This is an optimization exercise on Yosys and OpenROAD, whose aim is small area, not a production implementation. Only simulation tests tie the RTL to the original design; equivalence was not proved. No activity file was given, so power comes from the tool's default toggle rates.

oak:
==> flow/design.v <==
module flappyBird
	(
		clk,
		resetn,    
		flap_n,    
		x,
		y,
		colour,
		plot,
		HEX0,
		HEX1
	);
	input			clk;
	input			resetn;
	input			flap_n;
	output	[7:0]	x;
	output	[6:0]	y;
	output	[2:0]	colour;
	output			plot;
	output	[6:0]	HEX1;
	output	[6:0]	HEX0;
	localparam	S_CLRSET   = 4'b0000,
				S_ERASESET = 4'b0001,
				S_INITSET  = 4'b0010,
				S_NVSET    = 4'b0011,
				S_WFRAME   = 4'b0100,
				S_CHECK    = 4'b0101,
				S_CONT     = 4'b0110,
				S_WFLAP    = 4'b0111,
				S_CLR      = 4'b1000,
				S_ERASE    = 4'b1001,
				S_INIT     = 4'b1010,
				S_NV       = 4'b1011;
	localparam	P_FIRST = 2'd0,
				P_BC    = 2'd1,    
				P_UP    = 2'd2,
				P_LO    = 2'd3;
	reg [3:0] st;
	reg [1:0] ph;
	reg [1:0] k;         
	reg [7:0] c;         
	reg [6:0] r;         
	reg [7:0] xP1, xP2, xP3;
	reg nw1, nw2, nw3;
	reg [1:0] m1, m2, m3;
	wire [6:0] yP1 = nw1 ? 7'd40 : {2'b01, m1, 3'b100};
	wire [6:0] yP2 = nw2 ? 7'd60 : {4'd3 + {2'b00, m2}, 3'b010};
	wire [6:0] yP3 = nw3 ? 7'd30 : {4'd5 + {2'b00, m3}, 3'b110};
	reg [6:0] cy7;       
	wire signed [7:0] curY = {&cy7[6:1], cy7};
	reg [6:0] oldY;
	reg signed [4:0] v;   
	reg [7:0] points;
	reg wrapped;         
	reg coll;
	reg fs;              
	reg [12:0] lf;       
	reg [1:0] j;         
	wire plotSt = st[3];
	wire clrSt  = (st == S_CLR);
	wire passSt = st[3] & (st[1] | st[0]);
	wire cur    = st[3] & st[1];                    
	wire oldcur = ~st[3] & ~st[2] & st[1];          
	wire setup  = ~st[3] & ~st[2];                  
	wire drop   = (st == S_CONT);
	wire fm     = (lf == 13'h0001);
	wire [1:0] speed = (points >= 8'd20) ? 2'd3 :
	                   (points >= 8'd5)  ? 2'd2 :
	                   wrapped ? 2'd3 : 2'd1;
	wire [6:0] yB = oldcur ? curY[6:0] : oldY;
	wire inX1 = (xP1 >= 8'd72) && (xP1 <= 8'd82);
	wire inX2 = (xP2 >= 8'd72) && (xP2 <= 8'd82);
	wire inX3 = (xP3 >= 8'd72) && (xP3 <= 8'd82);
	wire [6:0] yPx = ({7{inX1}} & yP1) | ({7{inX2}} & yP2) | ({7{inX3}} & yP3);
	wire [7:0] gd = {1'b0, yB} + {1'b1, ~yPx};
	wire collNow = (inX1 | inX2 | inX3) & ~((gd >= 8'd1) && (gd <= 8'd34));
	wire flapActive = fs & ~coll;
	wire first   = (ph == P_FIRST);
	wire bc      = (ph == P_BC);
	wire up      = (ph == P_UP);
	wire lo      = (ph == P_LO);
	wire game    = ~clrSt;                        
	wire bird    = (k == 2'd3);
	wire rowEnd  = (c[2:0] == 3'd6);
	wire at5     = (c[2:0] == 3'd5);
	wire upEnd   = up & at5 & (r == 7'd0);
	wire loEnd   = lo & at5 & (r == 7'd119);
	wire bcEnd   = bc & (c[3:0] == 4'd15);
	wire c160    = (c == 8'd160);
	wire [7:0] xsel = (k == 2'd0) ? xP1 : (k == 2'd1) ? xP2 : (k == 2'd2) ? xP3 : 8'd78;
	wire coinK   = (xsel >= 8'd82);
	wire nextPipe = bcEnd | (loEnd & ~coinK);
	wire lastPix  = nextPipe & (k == 2'd2);
	wire [1:0] idx = nextPipe ? k + 2'd1 : k;
	wire ns = (idx == 2'd0) ? nw1 : (idx == 2'd1) ? nw2 : nw3;
	wire [1:0] ms = (idx == 2'd0) ? m1 : (idx == 2'd1) ? m2 : m3;
	reg [6:0] ysel;
	always @(*)
		case ({idx, ns})
			3'b000:  ysel = {2'b01, ms, 3'b100};
			3'b001:  ysel = 7'd40;
			3'b010:  ysel = {4'd3 + {2'b00, ms}, 3'b010};
			3'b011:  ysel = 7'd60;
			3'b101:  ysel = 7'd30;
			3'b111:  ysel = 7'd30;
			default: ysel = {4'd5 + {2'b00, ms}, 3'b110};
		endcase
	wire rl = game & (bcEnd | upEnd | loEnd);
	wire ri = clrSt ? (c160 & ~first) : ((bc & (c[1:0] != 2'd3)) | (lo & rowEnd));
	wire rd = game & up & rowEnd;
	wire r3 = game & bc & (c[1:0] == 2'd3);
	wire [6:0] kadd = nextPipe ? 7'd0 : up ? 7'd40 : 7'd19;
	wire [6:0] ra = rl ? ysel : r;
	wire [6:0] rb = rl ? kadd : r3 ? 7'h7d : {{6{rd}}, ri | rd};
	wire [6:0] rnext = ra + rb;
	wire cz = first | (clrSt ? c160 : (bcEnd | ((up | lo) & rowEnd) | upEnd | loEnd));
	wire [7:0] cnext = c + 8'd1;
	always @(posedge clk) begin
		if (setup) begin
			ph <= P_FIRST;
			k <= 2'd3;
		end
		else if (clrSt) begin
			if (first)
				ph <= P_UP;
		end
		else begin
			if (first)
				ph <= P_BC;
			if (bcEnd)
				ph <= P_UP;
			if (upEnd)
				ph <= P_LO;
			if (loEnd)
				ph <= coinK ? P_BC : P_UP;
			if (nextPipe)
				k <= idx;
		end
		r <= setup ? (oldcur | st[0] ? yB : 7'd0) : rnext;
		c <= (setup | cz) ? 8'd0 : cnext;
	end
	wire [2:0] xoff  = bc ? {1'b0, c[3:2]} : {c[2] & ~c[1], c[1] & ~c[2], c[0]};
	assign x = (clrSt | first) ? c : xsel + {5'd0, xoff};
	assign y = first ? 7'd0 : r;
	assign colour[0] = 1'b0;
	assign colour[1] = first ? (st == S_ERASE) : (cur & ~(bc & bird));
	assign colour[2] = first ? ((st == S_ERASE) & (xP3 >= 8'd82)) : (cur & bc);
	assign plot = plotSt;
	always @(posedge clk) begin
		if (!resetn)
			st <= S_CLRSET;
		else
			case (st)
				S_CLR:      st <= (r == 7'd120) ? S_INITSET : S_CLR;
				S_INIT:     st <= lastPix ? S_WFLAP : S_INIT;
				S_ERASE:    st <= lastPix ? S_NVSET : S_ERASE;
				S_NV:       st <= lastPix ? S_CHECK : S_NV;
				S_WFLAP:    st <= flap_n ? S_WFLAP : S_WFRAME;
				S_WFRAME:   st <= fm ? S_ERASESET : S_WFRAME;
				S_CHECK:    st <= S_CONT;
				S_CONT:     st <= S_WFRAME;
				default:    st <= {2'b10, st[1:0]};    
			endcase
	end
	wire cpar = (xP1 >= 8'd82) ^ (xP2 >= 8'd82) ^ (xP3 >= 8'd82);
	wire [1:0] tj = j + {cpar, 1'b1};
	wire [1:0] m = ~tj;              
	wire move = oldcur & ~coll;
	wire [1:0] amt = move ? speed : 2'd0;
	wire w1 = oldcur && (xP1 < {6'd0, speed});
	wire w2 = oldcur && (xP2 < {6'd0, speed});
	wire w3 = oldcur && (xP3 < {6'd0, speed});
	wire [7:0] xm1 = xP1 - {6'd0, amt};
	wire [7:0] xm2 = xP2 - {6'd0, amt};
	wire [7:0] xm3 = xP3 - {6'd0, amt};
	wire s1 = (xP1[7:3] == 5'b01001) && (xP1[2:0] < {1'b0, speed});
	wire s2 = (xP2[7:3] == 5'b01001) && (xP2[2:0] < {1'b0, speed});
	wire s3 = (xP3[7:3] == 5'b01001) && (xP3[2:0] < {1'b0, speed});
	wire inc = move & (s1 | s2 | s3);
	always @(posedge clk) begin
		if (!resetn) begin
			xP1 <= 8'd135; nw1 <= 1'b1;
			xP2 <= 8'd20;  nw2 <= 1'b1;
			xP3 <= 8'd60;  nw3 <= 1'b1;
			points <= 8'd0;
			wrapped <= 1'b0;
		end
		else begin
			xP1 <= w1 ? 8'd160 : xm1;
			xP2 <= w2 ? 8'd160 : xm2;
			xP3 <= w3 ? 8'd160 : xm3;
			if (w1) begin nw1 <= 1'b0; m1 <= m; end
			if (w2) begin nw2 <= 1'b0; m2 <= m; end
			if (w3) begin nw3 <= 1'b0; m3 <= m; end
			points <= points + {7'd0, inc};
			if (inc && (points == 8'd255))
				wrapped <= 1'b1;
		end
	end
	always @(posedge clk) begin
		if (!resetn)
			coll <= 1'b0;
		else if (collNow)
			coll <= 1'b1;
	end
	always @(posedge clk) begin
		if (!resetn)
			fs <= 1'b0;
		else
			fs <= ~fs & ~flap_n;
	end
	reg lt;
	always @(*)
		case ({curY[7], curY[1:0]})
			3'b001:  lt = (v == -5'sd2);
			3'b000:  lt = (v == -5'sd2) | (v == -5'sd1);
			3'b111:  lt = (v == -5'sd2) | (v == -5'sd1) | (v == 5'sd0);
			3'b110:  lt = (v == -5'sd2) | (v == -5'sd1) | (v == 5'sd0) | (v == 5'sd1);
			default: lt = 1'b0;
		endcase
	wire nearTop = (curY[7:1] == 7'd0) | (curY[7:1] == 7'h7f);
	wire fall = drop & ~flapActive;
	wire signed [4:0] mv = fall ? v : (drop & ~(nearTop & lt)) ? -5'sd2 : 5'sd0;
	wire signed [8:0] e = curY + mv;
	wire low = (e > 116);
	always @(posedge clk) begin
		if (!resetn) begin
			cy7 <= 7'd58;
			oldY <= 7'd58;
			v <= -5'sd2;
		end
		else begin
			if (drop)
				oldY <= cy7;
			v <= flapActive ? -5'sd2 : v + {4'd0, fall & ~low};
			cy7 <= (fall & e[8]) ? 7'd0 : (fall & low) ? 7'd116 : e[6:0];
		end
	end
	always @(posedge clk) begin
		if (!resetn) begin
			lf <= 13'h0001;
			j <= 2'd0;
		end
		else begin
			j <= j + {1'b0, fm};
			lf <= (lf == 13'h0b43) ? 13'h0001 : {lf[11:0], lf[12] ^ lf[3] ^ lf[2] ^ lf[0]};
		end
	end
	decoder dec0(
		.in(points[3:0]),
		.hex(HEX0)
		);
	decoder dec1(
		.in(points[7:4]),
		.hex(HEX1)
		);
endmodule
module decoder(in, hex);
	input [3:0] in;
	output [6:0] hex;
	assign hex[0] = ~((in[3] | in[2] | in[1] | ~in[0]) & (in[3] | ~in[2] | in[1] | in[0])
		& (~in[3] | ~in[2] | in[1] | ~in[0]) & (~in[3] | in[2] | ~in[1] | ~in[0]));
	assign hex[1] = ~((in[3] | ~in[2] | in[1] | ~in[0]) & (~in[3] | ~in[2] | in[1] | in[0])
		& (~in[3] | ~in[1] | ~in[0]) & (~in[2] | ~in[1] | in[0]));
	assign hex[2] = ~((~in[3] | ~in[2] | in[1] | in[0]) & (in[3] | in[2] | ~in[1] | in[0])
		& (~in[3] | ~in[2] | ~in[1]));
	assign hex[3] = ~((in[3] | ~in[2] | in[1] | in[0]) & (in[3] | in[2] | in[1] | ~in[0])
		& (~in[2] | ~in[1] | ~in[0]) & (~in[3] | in[2] | ~in[1] | in[0]));
	assign hex[4] = ~((in[3] | ~in[2] | in[1]) & (in[2] | in[1] | ~in[0]) & (in[3] | ~in[0]));
	assign hex[5] = ~((~in[3] | ~in[2] | in[1] | ~in[0]) & (in[3] | in[2] | ~in[0])
		& (in[3] | in[2] | ~in[1]) & (in[3] | ~in[1] | ~in[0]));
	assign hex[6] = ~((in[3] | in[2] | in[1]) & (in[3] | ~in[2] | ~in[1] | ~in[0])
		& (~in[3] | ~in[2] | in[1] | in[0]));
endmodule
Settings: LEC_CHECK=0, CAP_MARGIN=20, CORE_MARGIN=2, CORE_UTILIZATION=55, PLACE_DENSITY=0.7, SLEW_MARGIN=20; clock period 10.0 ns.
standard.sh (not shown) runs the stock make flow with config.mk's settings and CLKGATE_MAP_FILE= SYNTH_SCRIPT=/design/flow/synth_recipe.tcl, a recipe that flattens the netlist after the stock synthesis.
==> flow/flow/run.sh <==
#!/bin/bash
# The standard layout (standard.sh), with two changes: the port buffers
# that global placement inserts are the smallest buffer (buf_1), and the
# clock tree is built from clkbuf_8 without dummy loads. Everything the
# flow prints goes to standard.log in the work folder.
set -euo pipefail
export BUFFER_PORTS_ARGS="-buffer_cell sky130_fd_sc_hd__buf_1"
export CTS_ARGS="-sink_clustering_enable -repair_clock_nets -buf_list sky130_fd_sc_hd__clkbuf_8 -dont_use_dummy_load"
bash standard.sh > standard.log 2>&1
Relative to oak, the following input files were edited for pine:
--- a/flow/design.v
+++ b/flow/design.v
@@ -38,5 +38,5 @@
 	reg [3:0] st;
 	reg [1:0] ph;
-	reg [1:0] k;         
+	reg [2:0] k;         
 	reg [7:0] c;         
 	reg [6:0] r;         
@@ -81,5 +81,5 @@
 	wire lo      = (ph == P_LO);
 	wire game    = ~clrSt;                        
-	wire bird    = (k == 2'd3);
+	wire bird    = (k == 3'd0);
 	wire rowEnd  = (c[2:0] == 3'd6);
 	wire at5     = (c[2:0] == 3'd5);
@@ -88,20 +88,19 @@
 	wire bcEnd   = bc & (c[3:0] == 4'd15);
 	wire c160    = (c == 8'd160);
-	wire [7:0] xsel = (k == 2'd0) ? xP1 : (k == 2'd1) ? xP2 : (k == 2'd2) ? xP3 : 8'd78;
+	wire [7:0] xsel = ({8{k[0]}} & xP1) | ({8{k[1]}} & xP2) | ({8{k[2]}} & xP3) | ({8{bird}} & 8'd78);
 	wire coinK   = (xsel >= 8'd82);
 	wire nextPipe = bcEnd | (loEnd & ~coinK);
-	wire lastPix  = nextPipe & (k == 2'd2);
-	wire [1:0] idx = nextPipe ? k + 2'd1 : k;
-	wire ns = (idx == 2'd0) ? nw1 : (idx == 2'd1) ? nw2 : nw3;
-	wire [1:0] ms = (idx == 2'd0) ? m1 : (idx == 2'd1) ? m2 : m3;
+	wire lastPix  = nextPipe & k[2];
+	wire [2:0] idx = nextPipe ? {k[1], k[0], bird} : k;
+	wire ns = (idx[0] & nw1) | (idx[1] & nw2) | (idx[2] & nw3);
+	wire [1:0] ms = ({2{idx[0]}} & m1) | ({2{idx[1]}} & m2) | ({2{idx[2]}} & m3);
 	reg [6:0] ysel;
 	always @(*)
-		case ({idx, ns})
-			3'b000:  ysel = {2'b01, ms, 3'b100};
-			3'b001:  ysel = 7'd40;
-			3'b010:  ysel = {4'd3 + {2'b00, ms}, 3'b010};
-			3'b011:  ysel = 7'd60;
-			3'b101:  ysel = 7'd30;
-			3'b111:  ysel = 7'd30;
+		casez ({idx[1:0], ns})
+			3'b?10:  ysel = {2'b01, ms, 3'b100};
+			3'b?11:  ysel = 7'd40;
+			3'b100:  ysel = {4'd3 + {2'b00, ms}, 3'b010};
+			3'b101:  ysel = 7'd60;
+			3'b001:  ysel = 7'd30;
 			default: ysel = {4'd5 + {2'b00, ms}, 3'b110};
 		endcase
@@ -119,5 +118,5 @@
 		if (setup) begin
 			ph <= P_FIRST;
-			k <= 2'd3;
+			k <= 3'd0;
 		end
 		else if (clrSt) begin
Notes after the runs:
- In the metrics for pine and oak, the one carrying the higher cell area is oak.
- The run showing the smaller total via count after detailed routing is oak.
- Between oak and pine, met2 layer wire length in the routed design increased.
- pine completed; timing, DRC and antenna clean
- Of pine and oak, oak shows the higher cell count after placement, with pine below it.
- Compared with oak, in pine leakage component of the power dropped 0.046 nW; arrival time reported for the critical path endpoint has decreased; setup slack rose 180 ps; die extent in y flat; sequential area share after synthesis higher.

==> afterwards: timing with drivers on the ports <==
The results above use ideal ports. As a check the final layouts listed here were re-extracted and re-timed, cells and wires unchanged.
Step 1 (the two cells are an assumption about what drives the block):
set clk [get_ports {clk}]
set_driving_cell -lib_cell sky130_fd_sc_hd__clkbuf_16 $clk
set_driving_cell -lib_cell sky130_fd_sc_hd__buf_2 [delete_from_list [all_inputs] $clk]
Step 2 also shifts input and output timing later by t, the mid clock arrival at the registers, as if the neighbouring blocks saw the same clock.
Three values: ideal ports, drivers, drivers and shift; two values: the first two.
| run | t (ns) | slack for setup (ns) | worst slew at a driven data input, ns |
|---|---|---|---|
| oak | 0.407 | 4.673 / 4.630 / 5.037 | 0.03 |
| pine | 0.412 | 4.853 / 4.813 / 5.029 | 0.03 |
After both steps setup and hold are still met in every run listed.
